This design comes from an exercise in tuning for small area on the open sky130 flow, not from production work.
Where RTL was checked, it was by simulation tests only, not by an equivalence proof against the original.
The flow treats the clock pin as an ideal source, which a real chip does not have.
Power and IR drop assume default switching activity.

// simpletimer
module simpletimer (
    input         clk,
    input         reset_n,
    output  [7:0] data_out,
    input   [7:0] data_in,
    input         cs_n,
    input         rd_n,
    input         wr_n,
    input   [3:0] addr
);
export LEC_CHECK = 0
export CAP_MARGIN = 20
export CORE_MARGIN = 2
export CORE_UTILIZATION = 55
export SLEW_MARGIN = 20
export SYNTH_HIERARCHICAL = 1
create_clock -name core_clock -period 4.0 [get_ports {clk}]
standard.sh (not shown) runs the stock make flow with config.mk's settings and CLKGATE_MAP_FILE= SYNTH_SCRIPT=/design/flow/synth_recipe.tcl, a recipe that flattens the netlist after the stock synthesis.
==> flow/flow/run.sh <==
#!/bin/bash
# Layout: the standard ORFS flow, with these changes:
#  * ports are buffered with buf_1 cells (the standard flow's buffer_ports picks
#    a larger delay buffer);
#  * clock tree synthesis uses clkbuf_4 and inserts no dummy loads; clock
#    buffers with a large fanout are then upsized to clkbuf_8 (post_cts.tcl).
# The make output goes to flow.log here; ORFS keeps each step's log under orfs/logs.
set -euo pipefail
bash standard.sh \
  "BUFFER_PORTS_ARGS=-buffer_cell sky130_fd_sc_hd__buf_1" \
  "CTS_ARGS=-sink_clustering_enable -repair_clock_nets -buf_list sky130_fd_sc_hd__clkbuf_4 -dont_use_dummy_load" \
  "POST_CTS_TCL=$PWD/flow/post_cts.tcl" \
  finish > flow.log 2>&1
==> flow/flow/post_cts.tcl <==
# After clock tree synthesis (built with clkbuf_4), upsize the clock buffers
# that drive more than 7 pins to clkbuf_8, to keep the flip-flop clock slew
# low, then legalize the placement again.
foreach inst [get_cells clkbuf_*] {
  set out [get_pins -of_objects $inst -filter "direction == output"]
  set net [get_nets -of_objects $out]
  set fo [llength [get_pins -of_objects $net -filter "direction == input"]]
  if { $fo > 7 } {
    replace_cell $inst sky130_fd_sc_hd__clkbuf_8
    puts "post_cts: upsized [get_property $inst name] (fanout $fo)"
  }
}
detailed_placement
check_placement -verbose
estimate_parasitics -placement
The first run went through all stages and came out clean.
Edit:
--- a/flow/flow/run.sh
+++ b/flow/flow/run.sh
@@ -5,3 +5,4 @@
 #  * clock tree synthesis uses clkbuf_4 and inserts no dummy loads; clock
-#    buffers with a large fanout are then upsized to clkbuf_8 (post_cts.tcl).
+#    buffers with a large fanout or load slew are then upsized to clkbuf_8
+#    (post_cts.tcl).
 # The make output goes to flow.log here; ORFS keeps each step's log under orfs/logs.
==> flow/flow/post_cts.tcl (replaced) <==
# After clock tree synthesis (built with clkbuf_4), upsize clock buffers to
# clkbuf_8 to keep the flip-flop clock slew low: first each buffer that
# drives more than 12 pins (the root), then each buffer whose loads see a
# slew over 105 ps (placement estimate); then legalize the placement again.
proc clk_loads { inst } {
  set out [get_pins -of_objects $inst -filter "direction == output"]
  set net [get_nets -of_objects $out]
  return [get_pins -of_objects $net -filter "direction == input"]
}
foreach inst [get_cells clkbuf_*] {
  set fo [llength [clk_loads $inst]]
  if { $fo > 12 } {
    replace_cell $inst sky130_fd_sc_hd__clkbuf_8
    puts "post_cts: upsized [get_property $inst name] (fanout $fo)"
  }
}
estimate_parasitics -placement
foreach inst [get_cells clkbuf_*] {
  if { [get_property [get_lib_cells -of_objects $inst] name] eq "sky130_fd_sc_hd__clkbuf_8" } {
    continue
  }
  set worst 0.0
  foreach p [clk_loads $inst] {
    set s [get_property $p slew_max]
    if { $s > $worst } { set worst $s }
  }
  if { $worst > 0.105 } {
    replace_cell $inst sky130_fd_sc_hd__clkbuf_8
    puts "post_cts: upsized [get_property $inst name] (slew $worst)"
  }
}
detailed_placement
check_placement -verbose
estimate_parasitics -placement
CORE_UTILIZATION = 40   (was 55)
CTS_BUF_LIST = sky130_fd_sc_hd__clkbuf_8   (was default)
After rerunning: The new run completed with no timing, DRC or antenna violations; core utilization goes down by 16 points; setup slack is better by 0.013 ns; register-to-register slack stays flat.
Edit:
--- a/flow/flow/run.sh
+++ b/flow/flow/run.sh
@@ -5,4 +5,3 @@
 #  * clock tree synthesis uses clkbuf_4 and inserts no dummy loads; clock
-#    buffers with a large fanout or load slew are then upsized to clkbuf_8
-#    (post_cts.tcl).
+#    buffers with a large fanout are then upsized to clkbuf_8 (post_cts.tcl).
 # The make output goes to flow.log here; ORFS keeps each step's log under orfs/logs.
==> flow/flow/post_cts.tcl (replaced) <==
# After clock tree synthesis (built with clkbuf_4), upsize the clock buffers
# that drive more than 10 pins to clkbuf_8, to keep the flip-flop clock slew
# low, then legalize the placement again.
foreach inst [get_cells clkbuf_*] {
  set out [get_pins -of_objects $inst -filter "direction == output"]
  set net [get_nets -of_objects $out]
  set fo [llength [get_pins -of_objects $net -filter "direction == input"]]
  if { $fo > 10 } {
    replace_cell $inst sky130_fd_sc_hd__clkbuf_8
    puts "post_cts: upsized [get_property $inst name] (fanout $fo)"
  }
}
detailed_placement
check_placement -verbose
estimate_parasitics -placement
The new run completed without violations; worst setup slack is about the same; clock skew climbs by 0.0047 ns; final area fell by 0.33%; wire length stays flat; power is lower by 1.8%; global-route usage hardly moves.
Edit:
==> flow/flow/run.sh (replaced) <==
#!/bin/bash
# Layout: the standard ORFS flow, with two changes:
#  * ports are buffered with buf_1 cells (the standard flow's buffer_ports picks
#    a larger delay buffer);
#  * clock tree synthesis does not insert dummy loads.
# The make output goes to flow.log here; ORFS keeps each step's log under orfs/logs.
set -euo pipefail
bash standard.sh \
  "BUFFER_PORTS_ARGS=-buffer_cell sky130_fd_sc_hd__buf_1" \
  "CTS_ARGS=-sink_clustering_enable -repair_clock_nets -buf_list sky130_fd_sc_hd__clkbuf_8 -dont_use_dummy_load" \
  finish > flow.log 2>&1
removed: flow/flow/post_cts.tcl
Result: Setup slack is worse by 0.029 ns; die area is unchanged; sequential power is about the same; power goes up by a few percent; synthesized area stays the same; final area goes up slightly; via count goes down slightly.
Edit:
==> flow/flow/run.sh (replaced) <==
#!/bin/bash
# Layout: the standard ORFS flow, with these changes:
#  * ports are buffered with buf_1 cells (the standard flow's buffer_ports picks
#    a larger delay buffer);
#  * clock tree synthesis uses clkbuf_4 and inserts no dummy loads; clock
#    buffers with a large fanout are then upsized to clkbuf_8 (post_cts.tcl).
# The make output goes to flow.log here; ORFS keeps each step's log under orfs/logs.
set -euo pipefail
bash standard.sh \
  "BUFFER_PORTS_ARGS=-buffer_cell sky130_fd_sc_hd__buf_1" \
  "CTS_ARGS=-sink_clustering_enable -repair_clock_nets -buf_list sky130_fd_sc_hd__clkbuf_4 -dont_use_dummy_load" \
  "POST_CTS_TCL=$PWD/flow/post_cts.tcl" \
  finish > flow.log 2>&1
==> flow/flow/post_cts.tcl (new file) <==
# After clock tree synthesis (built with clkbuf_4), upsize the clock buffers
# that drive more than 7 pins to clkbuf_8, to keep the flip-flop clock slew
# low, then legalize the placement again.
foreach inst [get_cells clkbuf_*] {
  set out [get_pins -of_objects $inst -filter "direction == output"]
  set net [get_nets -of_objects $out]
  set fo [llength [get_pins -of_objects $net -filter "direction == input"]]
  if { $fo > 7 } {
    replace_cell $inst sky130_fd_sc_hd__clkbuf_8
    puts "post_cts: upsized [get_property $inst name] (fanout $fo)"
  }
}
detailed_placement
check_placement -verbose
estimate_parasitics -placement
The new run produced a clean layout.
Register-to-register slack improves by 0.02 ns.
Hold slack got worse by 0.016 ns.
Maximum frequency barely changes.
Final cell count stays the same.
Cell area stays flat.
Setup slack is better by 0.0048 ns.
Wire length stays flat.
Edit:
--- a/flow/flow/run.sh
+++ b/flow/flow/run.sh
@@ -5,3 +5,4 @@
 #  * clock tree synthesis uses clkbuf_4 and inserts no dummy loads; clock
-#    buffers with a large fanout are then upsized to clkbuf_8 (post_cts.tcl).
+#    buffers with a large fanout or load slew are then upsized to clkbuf_8
+#    (post_cts.tcl).
 # The make output goes to flow.log here; ORFS keeps each step's log under orfs/logs.
==> flow/flow/post_cts.tcl (replaced) <==
# After clock tree synthesis (built with clkbuf_4), upsize to clkbuf_8 each
# clock buffer that drives more than 12 pins or whose loads see a slew over
# 95 ps (placement estimate), to keep the flip-flop clock slew low; then
# legalize the placement again.
estimate_parasitics -placement
foreach inst [get_cells clkbuf_*] {
  set out [get_pins -of_objects $inst -filter "direction == output"]
  set net [get_nets -of_objects $out]
  set loads [get_pins -of_objects $net -filter "direction == input"]
  set worst 0.0
  foreach p $loads {
    set s [get_property $p slew_max]
    if { $s > $worst } { set worst $s }
  }
  set fo [llength $loads]
  if { $fo > 12 || $worst > 0.095 } {
    replace_cell $inst sky130_fd_sc_hd__clkbuf_8
    puts "post_cts: upsized [get_property $inst name] (fanout $fo, slew $worst)"
  }
}
detailed_placement
check_placement -verbose
estimate_parasitics -placement
Global-route usage stays flat.
Combinational power stays flat.
Non-clock buffer count is unchanged.
Utilization went down by 0.22 points.
Cell area went down by 0.49%.
Register-to-register slack hardly moves.
Total power went down by 2.8%.
Via count barely changes.
Sequential power barely changes.
Setup slack loses 0.015 ns.
Clock power went down by 9.2%.

* * *

== job 2783 ==
simpletimer, a different RTL version from the one above (not shown whole).
For scale: ~590 cells after synthesis, about 25 I/O pins, about 6500 um2 of cells after synthesis.
export LEC_CHECK = 0
export CAP_MARGIN = 20
export CORE_MARGIN = 2
export CORE_UTILIZATION = 40
export CTS_BUF_LIST = sky130_fd_sc_hd__clkbuf_8
export GPL_TIMING_DRIVEN = 0
export SLEW_MARGIN = 20
export SYNTH_HIERARCHICAL = 1
create_clock -name core_clock -period 4.0 [get_ports {clk}]
==> flow/flow/run.sh <==
#!/bin/bash
# Layout: the standard ORFS flow, with these changes:
#  * ports are buffered with buf_1 cells (the standard flow's buffer_ports picks
#    a larger delay buffer);
#  * clock tree synthesis uses clkbuf_4 and inserts no dummy loads; clock
#    buffers with a large fanout or load slew are then upsized to clkbuf_8
#    (post_cts.tcl).
# The make output goes to flow.log here; ORFS keeps each step's log under orfs/logs.
set -euo pipefail
bash standard.sh \
  "BUFFER_PORTS_ARGS=-buffer_cell sky130_fd_sc_hd__buf_1" \
  "CTS_ARGS=-sink_clustering_enable -repair_clock_nets -buf_list sky130_fd_sc_hd__clkbuf_4 -dont_use_dummy_load" \
  "POST_CTS_TCL=$PWD/flow/post_cts.tcl" \
  finish > flow.log 2>&1
==> flow/flow/post_cts.tcl <==
# After clock tree synthesis (built with clkbuf_4), upsize clock buffers to
# clkbuf_8 to keep the flip-flop clock slew low: first each buffer that
# drives more than 12 pins (the root), then each buffer whose loads see a
# slew over 105 ps (placement estimate); then legalize the placement again.
proc clk_loads { inst } {
  set out [get_pins -of_objects $inst -filter "direction == output"]
  set net [get_nets -of_objects $out]
  return [get_pins -of_objects $net -filter "direction == input"]
}
foreach inst [get_cells clkbuf_*] {
  set fo [llength [clk_loads $inst]]
  if { $fo > 12 } {
    replace_cell $inst sky130_fd_sc_hd__clkbuf_8
    puts "post_cts: upsized [get_property $inst name] (fanout $fo)"
  }
}
estimate_parasitics -placement
foreach inst [get_cells clkbuf_*] {
  if { [get_property [get_lib_cells -of_objects $inst] name] eq "sky130_fd_sc_hd__clkbuf_8" } {
    continue
  }
  set worst 0.0
  foreach p [clk_loads $inst] {
    set s [get_property $p slew_max]
    if { $s > $worst } { set worst $s }
  }
  if { $worst > 0.105 } {
    replace_cell $inst sky130_fd_sc_hd__clkbuf_8
    puts "post_cts: upsized [get_property $inst name] (slew $worst)"
  }
}
detailed_placement
check_placement -verbose
estimate_parasitics -placement
For job 2430, these inputs were changed with respect to job 2783:
Settings: removing GPL_TIMING_DRIVEN (formerly 0).
==> comparison <==
Going from job 2783 to job 2430, post-placement cell count now larger; number of routed nets with antenna violations level. Between job 2430 and job 2783, the sequential share of layout area figures differ only marginally. On cell area, job 2430 and job 2783 are neck and neck.

* * *

Setup of job 101:
simpletimer, a different RTL version from the one above (not shown whole).
Size: about 7000 um2 of cells after synthesis.
clock: 4.0 ns
lec_check: 0
cap_margin: 20
core_margin: 2
core_utilization: 40
cts_buf_list: sky130_fd_sc_hd__clkbuf_8
slew_margin: 20
synth_hierarchical: 1
run.sh (not shown) runs the stock make flow with config.mk's settings and CLKGATE_MAP_FILE= SYNTH_SCRIPT=/design/flow/synth_recipe.tcl, a recipe that flattens the netlist after the stock synthesis.
Stock flow here: none of the scripts above is used.
Changes in job 102 relative to job 101:
==> flow/flow/run.sh (new file) <==
#!/bin/bash
# Layout: the standard ORFS flow, with two changes:
#  * ports are buffered with buf_1 cells (the standard flow's buffer_ports picks
#    a larger delay buffer);
#  * clock tree synthesis does not insert dummy loads.
# The make output goes to flow.log here; ORFS keeps each step's log under orfs/logs.
set -euo pipefail
bash standard.sh \
  "BUFFER_PORTS_ARGS=-buffer_cell sky130_fd_sc_hd__buf_1" \
  "CTS_ARGS=-sink_clustering_enable -repair_clock_nets -buf_list sky130_fd_sc_hd__clkbuf_8 -dont_use_dummy_load" \
  finish > flow.log 2>&1
==> flow/standard.sh (new file) <==
#!/bin/bash
# synth_recipe.tcl (not shown) runs the flow's synth.tcl, then flattens the netlist and writes it again
# the make line also repeats each setting of config.mk as NAME=value (left out here)
make -C /OpenROAD-flow-scripts/flow DESIGN_CONFIG=/design/flow/config.mk WORK_HOME=/design/flow/orfs CLKGATE_MAP_FILE= SYNTH_SCRIPT=/design/flow/synth_recipe.tcl "${@:-finish}"
removed: flow/run.sh
Notes after the runs:
Of job 102 and job 101, the run reporting the lower non-clock buffer share of cell area was job 102. Looking only at layout overhead on the synthesized area, and setting everything else aside, the higher value of job 102 and job 101 goes to job 101. Higher slack of the worst reg-to-reg path goes to job 102 over job 101. The worst hold margin reported for job 102 is smaller than that of job 101 by 0.069 ns. Job 102: full flow OK, the timing, design-rule and antenna checks passed. Between job 101 and job 102, met2 track demand over resource decreased. Comparing job 102 against job 101, there is no change at all in synthesized netlist cell count.
No run of this note included a check of the RTL's function; only the layout flow was run.

## separate check: timing with driven ports
The flow's constraints put no driver on any port. The routed layouts listed below were extracted and timed again, unchanged, in two steps.
Step 1 (the two cells are an assumption about what drives the block):
set clk [get_ports {clk}]
set_driving_cell -lib_cell sky130_fd_sc_hd__clkbuf_16 $clk
set_driving_cell -lib_cell sky130_fd_sc_hd__buf_2 [delete_from_list [all_inputs] $clk]
Step 2 times the ports against the registers' clock, not the clock port: input delays grow and output delays shrink by t, the midpoint of the rising clock arrivals with the driver on.
a / b / c = no drivers / after step 1 / after step 2; a / b = the first two.
run | t, ns | setup slack, ns | clock arrival spread, ns | slew at the worst register clock pin (ns)
the first run of note 1 | 0.482 | 0.796 / 0.796 / 0.796 | 0.029 / 0.029 | 0.09 / 0.09
the second run of note 1 | 0.471 | 0.810 / 0.792 / 0.792 | 0.030 / 0.029 | 0.10 / 0.10
the third run of note 1 | 0.471 | 0.810 / 0.785 / 0.785 | 0.035 / 0.035 | 0.12 / 0.12
the fourth run of note 1 | 0.486 | 0.781 / 0.761 / 0.761 | 0.029 / 0.029 | 0.08 / 0.08
the fifth run of note 1 | 0.492 | 0.785 / 0.766 / 0.766 | 0.027 / 0.026 | 0.08 / 0.08
the sixth run of note 1 | 0.479 | 0.770 / 0.743 / 0.743 | 0.033 / 0.033 | 0.10 / 0.10
job 2783 | 0.464 | 0.484 / 0.484 / 0.484 | 0.035 / 0.034 | 0.10 / 0.10
job 2430 | 0.450 | 0.515 / 0.500 / 0.515 | 0.034 / 0.034 | 0.11 / 0.11
job 101 | 0.478 | 0.082 / 0.051 / 0.051 | 0.013 / 0.014 | 0.08 / 0.08
job 102 | 0.478 | 0.756 / 0.739 / 0.739 | 0.023 / 0.023 | 0.08 / 0.08
After both steps every run listed still meets setup and hold. For job 101, which loses most, drivers alone change the setup slack by -0.031 ns; drivers and shift together by -0.031 ns.
